Context: an optimization exercise on an open-source flow, tuned for small area and a short achievable clock period. The choices shown serve that exercise and are no tape-out recipe.
RTL that was checked went through simulation tests only; none was proved equivalent to the original.
Power figures rest on the tool's default switching activity, not on a simulated workload.

== old ==
==> module pe, before the edit <==
module pe (
    input [15:0] acc,
    input [10:0] term,
    input dbl,
    input neg,
    output [15:0] sum,
    output c6,
    output c11
);
    wire sgn = term[10];
    wire [10:0] a = acc[10:0];
    wire [10:0] b = term;
    wire [10:0] c = dbl ? {term[9:0], 1'b0} : 11'd0;
    wire [10:0] s = a ^ b ^ c;
    wire [10:0] k = (a & b) | (a & c) | (b & c);
    wire [11:0] y = {k, neg};
    assign {c6, sum[5:0]} = {1'b0, s[5:0]} + {1'b0, y[5:0]};
    assign {c11, sum[10:6]} = {1'b0, s[10:6]} + {1'b0, y[10:6]};
    wire [2:0] d = {2'b00, k[10]} - {2'b00, sgn} - {2'b00, dbl & sgn};
    assign sum[15:11] = acc[15:11] + {{2{d[2]}}, d};
endmodule
==> module systolic_array, before the edit <==
module systolic_array (
    input clk,
    input reset,
    input [1:0] kernel_size,
    input [7:0] pixel_in,
    output [1:0] level
);
    reg [5:0] index;
    reg run_q, live_q;
    reg [1:0] lvl_q;
    reg [9:0] term_q;
    reg neg_q, dbl_q;
    reg [15:0] ps_q;
    reg ps_c6, ps_c11;
    reg signed [15:0] ps_d;
    wire [4:0] wcode;
    kernel_rom kr (.kernel_size(kernel_size), .addr(index), .wcode(wcode));
    wire run = (kernel_size == 2'b00 && index < 9) ||
               (kernel_size == 2'b01 && index < 25) ||
               (kernel_size == 2'b10 && index < 49);
    wire [9:0] px = {{2{pixel_in[7]}}, pixel_in};
    wire [9:0] sh = ({10{wcode[0]}} & px) | ({10{wcode[1]}} & {px[8:0], 1'b0}) |
                    ({10{wcode[2]}} & {px[7:0], 2'b0});
    wire [9:0] term_d = sh ^ {10{wcode[3]}};
    wire [15:0] ps_full;
    resolve rs (.x(ps_q), .c6(ps_c6), .c11(ps_c11), .s(ps_full));
    wire [15:0] partial_sum = run_q ? ps_full : 16'd0;
    wire [15:0] pe_sum;
    wire c6, c11;
    pe pe_inst (.acc(ps_d), .term({term_q[9], term_q}), .dbl(dbl_q), .neg(neg_q),
                .sum(pe_sum), .c6(c6), .c11(c11));
    wire gt200 = ps_d > 16'sd200;
    wire gt500 = ps_d > 16'sd500;
    wire gt1000 = ps_d > 16'sd1000;
    assign level = (live_q & ~run_q) ? {gt500, gt1000 | (gt200 & ~gt500)} : lvl_q;
    always @(posedge clk) begin
        term_q <= term_d;
        neg_q <= wcode[3];
        dbl_q <= wcode[4];
        ps_q <= pe_sum;
        ps_c6 <= c6;
        ps_c11 <= c11;
        ps_d <= partial_sum;
    end
    always @(posedge clk or posedge reset) begin
        if (reset) begin
            index <= 0;
            run_q <= 0;
            live_q <= 0;
            lvl_q <= 0;
        end else begin
            live_q <= 1'b1;
            run_q <= run & live_q;
            lvl_q <= level;
            if (run)
                index <= index + 1;
            else
                index <= 0;
        end
    end
endmodule
clock: 6.0 ns
lec_check: 0
abc_clock_period_in_ps: 2200
cap_margin: 20
core_margin: 2
core_utilization: 65
cts_buf_list: sky130_fd_sc_hd__clkbuf_4
setup_slack_margin: 3.8
slew_margin: 20
run.sh (not shown) runs the stock make flow with config.mk's settings and CLKGATE_MAP_FILE= SYNTH_SCRIPT=/design/flow/synth_recipe.tcl, a recipe that flattens the netlist after the stock synthesis.
old finished every stage and its layout cleared the timing, design-rule and antenna checks.
What new does differently from old at the input level:
==> flow/design.v, changed modules only <==
module pe (
    input [15:0] acc,
    input [10:0] term,
    input dbl,
    input neg,
    output [15:0] sum,
    output c6,
    output c11
);
    wire [15:0] a = acc;
    wire [15:0] b = {{5{term[10]}}, term};
    wire [15:0] c = dbl ? {{4{term[10]}}, term, 1'b0} : 16'd0;
    wire [15:0] s = a ^ b ^ c;
    wire [15:0] k = (a & b) | (a & c) | (b & c);
    wire [16:0] y = {k, neg};
    assign {c6, sum[5:0]} = {1'b0, s[5:0]} + {1'b0, y[5:0]};
    assign {c11, sum[10:6]} = {1'b0, s[10:6]} + {1'b0, y[10:6]};
    assign sum[15:11] = s[15:11] + y[15:11];
endmodule
module systolic_array (
    input clk,
    input reset,
    input [1:0] kernel_size,
    input [7:0] pixel_in,
    output [1:0] level
);
    reg [5:0] index;
    reg run_q, live_q, wrp_q;
    reg [1:0] lvl_q;
    reg [9:0] term_q;
    reg neg_q, dbl_q;
    reg [15:0] ps_q;
    reg ps_c6, ps_c11;
    reg signed [15:0] ps_d;
    wire [4:0] wcode;
    kernel_rom kr (.kernel_size(kernel_size), .addr(index), .wcode(wcode));
    wire run = (kernel_size == 2'b00 && index < 9) ||
               (kernel_size == 2'b01 && index < 25) ||
               (kernel_size == 2'b10 && index < 49);
    wire [9:0] px = {{2{pixel_in[7]}}, pixel_in};
    wire [9:0] sh = ({10{wcode[0]}} & px) | ({10{wcode[1]}} & {px[8:0], 1'b0}) |
                    ({10{wcode[2]}} & {px[7:0], 2'b0});
    wire [9:0] term_d = sh ^ {10{wcode[3]}};
    wire [15:0] ps_full;
    resolve rs (.x(ps_q), .c6(ps_c6), .c11(ps_c11), .s(ps_full));
    wire [15:0] partial_sum = run_q ? ps_full : 16'd0;
    wire [15:0] pe_sum;
    wire c6, c11;
    pe pe_inst (.acc(ps_d), .term({term_q[9], term_q}), .dbl(dbl_q), .neg(neg_q),
                .sum(pe_sum), .c6(c6), .c11(c11));
    wire gt200 = ps_d > 16'sd200;
    wire gt500 = ps_d > 16'sd500;
    wire gt1000 = ps_d > 16'sd1000;
    assign level = wrp_q ? {gt500, gt1000 | (gt200 & ~gt500)} : lvl_q;
    always @(posedge clk) begin
        term_q <= term_d;
        neg_q <= wcode[3];
        dbl_q <= wcode[4];
        ps_q <= pe_sum;
        ps_c6 <= c6;
        ps_c11 <= c11;
        ps_d <= partial_sum;
    end
    always @(posedge clk or posedge reset) begin
        if (reset) begin
            index <= 0;
            run_q <= 0;
            live_q <= 0;
            wrp_q <= 0;
            lvl_q <= 0;
        end else begin
            live_q <= 1'b1;
            run_q <= run & live_q;
            wrp_q <= !run;
            lvl_q <= level;
            if (run)
                index <= index + 1;
            else
                index <= 0;
        end
    end
endmodule
Findings:
Per the comparison of new with old, relative slew slack saw an increase; peak ir drop on the vdd network saw an increase; sequential cell count saw an increase; worst-case reg-to-reg path depth saw a decrease. Going from old to new, maximum clock rate picked up an extra about 1.1%; power increased about 7.5%; clock group power grew by about 30%. Per the comparison of new with old, via count of the first global-routing pass rose by 96; footprint of the multi-input gates went up about 0.8%; count of non-CTS buffers in the layout higher. Utilization old -> new: up. Higher global-route wire length before repair goes to new over old.
No run of this note included a check of the RTL's function; only the layout flow was run.

* * *

cnn_accelerator, a different RTL version from the one above (not shown whole).
For scale: ~13 I/O pins, roughly 3300 um^2 of cells after synthesis.
==> module pe, before the edit <==
module pe (
    input [15:0] acc,
    input [10:0] term,
    input dbl,
    input neg,
    output [15:0] sum,
    output c6,
    output c11
);
    wire sgn = term[10];
    wire [10:0] a = acc[10:0];
    wire [10:0] b = term;
    wire [10:0] c = dbl ? {term[9:0], 1'b0} : 11'd0;
    wire [10:0] s = a ^ b ^ c;
    wire [10:0] k = (a & b) | (a & c) | (b & c);
    wire [11:0] y = {k, neg};
    assign {c6, sum[5:0]} = {1'b0, s[5:0]} + {1'b0, y[5:0]};
    assign {c11, sum[10:6]} = {1'b0, s[10:6]} + {1'b0, y[10:6]};
    wire signed [2:0] d = $signed({2'b00, k[10]}) - $signed({2'b00, sgn}) -
                          $signed({2'b00, dbl & sgn});
    assign sum[15:11] = acc[15:11] + {{2{d[2]}}, d};
endmodule
Settings: LEC_CHECK=0, ABC_CLOCK_PERIOD_IN_PS=2400, CAP_MARGIN=20, CORE_MARGIN=2, CORE_UTILIZATION=65, SETUP_SLACK_MARGIN=3.6, SLEW_MARGIN=20; clock period 6.0 ns.
Rerun with:
--- a/flow/design.v
+++ b/flow/design.v
@@ -53,8 +53,7 @@
     wire [11:0] y = {k, neg};
     assign {c6, sum[5:0]} = {1'b0, s[5:0]} + {1'b0, y[5:0]};
     assign {c11, sum[10:6]} = {1'b0, s[10:6]} + {1'b0, y[10:6]};
-    wire signed [2:0] d = $signed({2'b00, k[10]}) - $signed({2'b00, sgn}) -
-                          $signed({2'b00, dbl & sgn});
+    wire [2:0] d = {2'b00, k[10]} - {2'b00, sgn} - {2'b00, dbl & sgn};
     assign sum[15:11] = acc[15:11] + {{2{d[2]}}, d};
 endmodule
 module resolve (
Result: The changed run finished with timing, DRC and antenna clean. Clock-buffer cell count is unchanged. Clock skew is unchanged. Total power stays the same. Global-route usage is unchanged. Die area does not change. Synthesized cell count stays the same.
For the first run of this note, only the layout was checked, not whether the RTL still works.

* * *

The RTL this note starts from:
==> flow/design.v <==
module kernel_rom (
    input [1:0] kernel_size,
    input [5:0] addr,
    output [4:0] wcode
);
    localparam [4:0] W0  = 5'b00000,
                     WP1 = 5'b00001, WN1 = 5'b01001,
                     WP2 = 5'b00010, WN2 = 5'b01010,
                     WP4 = 5'b00100, WN4 = 5'b01100,
                     WP3 = 5'b10001, WP6 = 5'b10010;
    reg [4:0] w0, w1;
    always @(*) begin
        case (addr)  
            0, 6: w0 = WP1;
            1, 7: w0 = W0;
            2, 8: w0 = WN1;
            3, 5: w0 = WP2;
            4: w0 = W0;
            default: w0 = WN2;
        endcase
        case (addr)  
            0, 4, 20, 24: w1 = WP1;
            1, 3, 21, 23: w1 = WP2;
            2, 22: w1 = WP4;
            5, 15: w1 = WP3;
            10, 14: w1 = WP6;
            6, 18: w1 = WN1;
            7, 17: w1 = WN2;
            8, 16: w1 = WN4;
            default: w1 = W0;
        endcase
    end
    wire [4:0] w2 = addr[0] ? WN1 : WP1;  
    assign wcode = kernel_size == 2'd0 ? w0 :
                   kernel_size == 2'd1 ? w1 :
                   kernel_size == 2'd2 ? w2 : W0;
endmodule
module pe (
    input [15:0] acc,
    input [10:0] term,
    input dbl,
    input neg,
    output [15:0] sum,
    output c6,
    output c11
);
    wire sgn = term[10];
    wire [10:0] a = acc[10:0];
    wire [10:0] b = term;
    wire [10:0] c = dbl ? {term[9:0], 1'b0} : 11'd0;
    wire [10:0] s = a ^ b ^ c;
    wire [10:0] k = (a & b) | (a & c) | (b & c);
    wire [11:0] y = {k, neg};
    assign {c6, sum[5:0]} = {1'b0, s[5:0]} + {1'b0, y[5:0]};
    assign {c11, sum[10:6]} = {1'b0, s[10:6]} + {1'b0, y[10:6]};
    wire [2:0] d = {2'b00, k[10]} - {2'b00, sgn} - {2'b00, dbl & sgn};
    assign sum[15:11] = acc[15:11] + {{2{d[2]}}, d};
endmodule
module resolve (
    input [15:0] x,
    input c6,
    input c11,
    output [15:0] s
);
    wire [4:0] m = x[10:6];
    wire [4:0] cm;
    assign cm[0] = c6;
    genvar i;
    generate
        for (i = 1; i < 5; i = i + 1) begin : mc
            assign cm[i] = c6 & (&m[i-1:0]);
        end
    endgenerate
    wire mo = c6 & (&m);
    wire [4:0] h = x[15:11];
    wire both = mo & c11;
    wire one = mo ^ c11;
    wire [4:0] t1;
    assign t1[0] = one;
    generate
        for (i = 1; i < 5; i = i + 1) begin : hc
            assign t1[i] = one & (&h[i-1:0]);
        end
    endgenerate
    wire [4:0] h1 = h ^ t1;
    wire [4:0] t2;
    assign t2[0] = 1'b0;
    assign t2[1] = both;
    generate
        for (i = 2; i < 5; i = i + 1) begin : hd
            assign t2[i] = both & (&h1[i-1:1]);
        end
    endgenerate
    assign s = {h1 ^ t2, m ^ cm, x[5:0]};
endmodule
module systolic_array (
    input clk,
    input reset,
    input [1:0] kernel_size,
    input [7:0] pixel_in,
    output [2:0] level
);
    reg [5:0] index;
    reg run_q, live_q, wrp_q;
    reg [2:0] cmp_q;
    reg [9:0] term_q;
    reg neg_q, dbl_q;
    reg [15:0] ps_q;
    reg ps_c6, ps_c11;
    reg signed [15:0] ps_d;
    wire [4:0] wcode;
    kernel_rom kr (.kernel_size(kernel_size), .addr(index), .wcode(wcode));
    wire run = (kernel_size == 2'b00 && index < 9) ||
               (kernel_size == 2'b01 && index < 25) ||
               (kernel_size == 2'b10 && index < 49);
    wire [9:0] px = {{2{pixel_in[7]}}, pixel_in};
    wire [9:0] sh = ({10{wcode[0]}} & px) | ({10{wcode[1]}} & {px[8:0], 1'b0}) |
                    ({10{wcode[2]}} & {px[7:0], 2'b0});
    wire [9:0] term_d = sh ^ {10{wcode[3]}};
    wire [15:0] ps_full;
    resolve rs (.x(ps_q), .c6(ps_c6), .c11(ps_c11), .s(ps_full));
    wire [15:0] partial_sum = run_q ? ps_full : 16'd0;
    wire [15:0] pe_sum;
    wire c6, c11;
    pe pe_inst (.acc(ps_d), .term({term_q[9], term_q}), .dbl(dbl_q), .neg(neg_q),
                .sum(pe_sum), .c6(c6), .c11(c11));
    wire gt200 = ps_d > 16'sd200;
    wire gt500 = ps_d > 16'sd500;
    wire gt1000 = ps_d > 16'sd1000;
    assign level = wrp_q ? {gt1000, gt500, gt200} : cmp_q;
    always @(posedge clk) begin
        term_q <= term_d;
        neg_q <= wcode[3];
        dbl_q <= wcode[4];
        ps_q <= pe_sum;
        ps_c6 <= c6;
        ps_c11 <= c11;
        ps_d <= partial_sum;
    end
    always @(posedge clk or posedge reset) begin
        if (reset) begin
            index <= 0;
            run_q <= 0;
            live_q <= 0;
            wrp_q <= 0;
            cmp_q <= 0;
        end else begin
            live_q <= 1'b1;
            run_q <= run & live_q;
            wrp_q <= !run;
            cmp_q <= level;
            if (run)
                index <= index + 1;
            else
                index <= 0;
        end
    end
endmodule
module cnn_accelerator (
    input clk,
    input reset,
    input [7:0] pixel_in,
    input [1:0] kernel_size,
    output reg detected
);
    wire [2:0] lvl;
    systolic_array sa (
        .clk(clk),
        .reset(reset),
        .kernel_size(kernel_size),
        .pixel_in(pixel_in),
        .level(lvl)
    );
    always @(posedge clk or posedge reset) begin
        if (reset)
            detected <= 0;
        else begin
            case (kernel_size)
                2'b00: detected <= lvl[0];
                2'b01: detected <= lvl[1];
                2'b10: detected <= lvl[2];
                default: detected <= 0;
            endcase
        end
    end
endmodule
clock: 6.0 ns
lec_check: 0
abc_clock_period_in_ps: 2200
cap_margin: 20
core_margin: 2
core_utilization: 65
cts_buf_list: sky130_fd_sc_hd__clkbuf_4
setup_slack_margin: 3.8
slew_margin: 20
Change:
--- a/flow/design.v
+++ b/flow/design.v
@@ -54,6 +54,7 @@
     assign {c6, sum[5:0]} = {1'b0, s[5:0]} + {1'b0, y[5:0]};
     assign {c11, sum[10:6]} = {1'b0, s[10:6]} + {1'b0, y[10:6]};
-    wire [2:0] d = {2'b00, k[10]} - {2'b00, sgn} - {2'b00, dbl & sgn};
-    assign sum[15:11] = acc[15:11] + {{2{d[2]}}, d};
+    wire [4:0] hi0 = acc[15:11] - {3'b000, dbl & sgn, sgn & ~dbl};
+    wire [4:0] hi1 = acc[15:11] + {{4{sgn & dbl}}, ~sgn | dbl};
+    assign sum[15:11] = k[10] ? hi1 : hi0;
 endmodule
 module resolve (
@@ -99,9 +100,9 @@
     input [1:0] kernel_size,
     input [7:0] pixel_in,
-    output [2:0] level
+    output [1:0] level
 );
     reg [5:0] index;
     reg run_q, live_q, wrp_q;
-    reg [2:0] cmp_q;
+    reg [1:0] lvl_q;
     reg [9:0] term_q;
     reg neg_q, dbl_q;
@@ -128,5 +129,5 @@
     wire gt500 = ps_d > 16'sd500;
     wire gt1000 = ps_d > 16'sd1000;
-    assign level = wrp_q ? {gt1000, gt500, gt200} : cmp_q;
+    assign level = wrp_q ? {gt500, gt1000 | (gt200 & ~gt500)} : lvl_q;
     always @(posedge clk) begin
         term_q <= term_d;
@@ -144,10 +145,10 @@
             live_q <= 0;
             wrp_q <= 0;
-            cmp_q <= 0;
+            lvl_q <= 0;
         end else begin
             live_q <= 1'b1;
             run_q <= run & live_q;
             wrp_q <= !run;
-            cmp_q <= level;
+            lvl_q <= level;
             if (run)
                 index <= index + 1;
@@ -164,5 +165,5 @@
     output reg detected
 );
-    wire [2:0] lvl;
+    wire [1:0] lvl;
     systolic_array sa (
         .clk(clk),
@@ -177,7 +178,7 @@
         else begin
             case (kernel_size)
-                2'b00: detected <= lvl[0];
+                2'b00: detected <= |lvl;
                 2'b01: detected <= lvl[1];
-                2'b10: detected <= lvl[2];
+                2'b10: detected <= &lvl;
                 default: detected <= 0;
             endcase
Effect:
- The changed run finished clean
- power is lower by about a fifth
- maximum frequency rises by a few percent
- utilization goes down by 2.0 points
- combinational power decreases by well over a third
- wire length came out lower by a few percent
- cell count decreases by a little under a tenth
Function was not checked in any run of this note: the RTL went through the layout flow alone.

==> static timing again, ports no longer ideal <==
In the flow no input, the clock included, has a driving cell. The finished layouts below were timed again as built, in two steps. Step 1: set_driving_cell puts a clkbuf_16 on clk and a buf_2 on each other input, an assumption about the parent block. Step 2 moves the port delays by t, midway between the first and last clock arrival at a register: inputs arrive t later, outputs are due t later. That takes back most of the time a late clock gives input paths. a / b / c = ideal ports / drivers / drivers and shift; a / b = the first two.
run | t, ns | setup slack, ns | worst hold slack (ns) | clock arrival spread, ns | pins driven straight from the clock port
old | 0.410 | 3.765 / 3.730 / 3.319 | 0.425 / 0.425 / 0.425 | 0.021 / 0.021 | 1
new | 0.423 | 3.789 / 3.767 / 3.344 | 0.440 / 0.440 / 0.440 | 0.009 / 0.010 | 1
the first run of note 2 | 0.368 | 3.733 / 3.733 / 3.404 | 0.434 / 0.434 / 0.434 | 0.006 / 0.007 | 1
the second run of note 2 | 0.368 | 3.733 / 3.733 / 3.404 | 0.434 / 0.434 / 0.434 | 0.006 / 0.007 | 1
the first run of note 3 | 0.426 | 3.711 / 3.681 / 3.254 | 0.446 / 0.446 / 0.446 | 0.015 / 0.015 | 1
the second run of note 3 | 0.423 | 3.818 / 3.807 / 3.384 | 0.445 / 0.445 / 0.445 | 0.011 / 0.010 | 1
After both steps setup and hold are still met in every run listed. For the first run of note 3, which loses most, drivers alone change the setup slack by -0.030 ns; drivers and shift together by -0.457 ns.
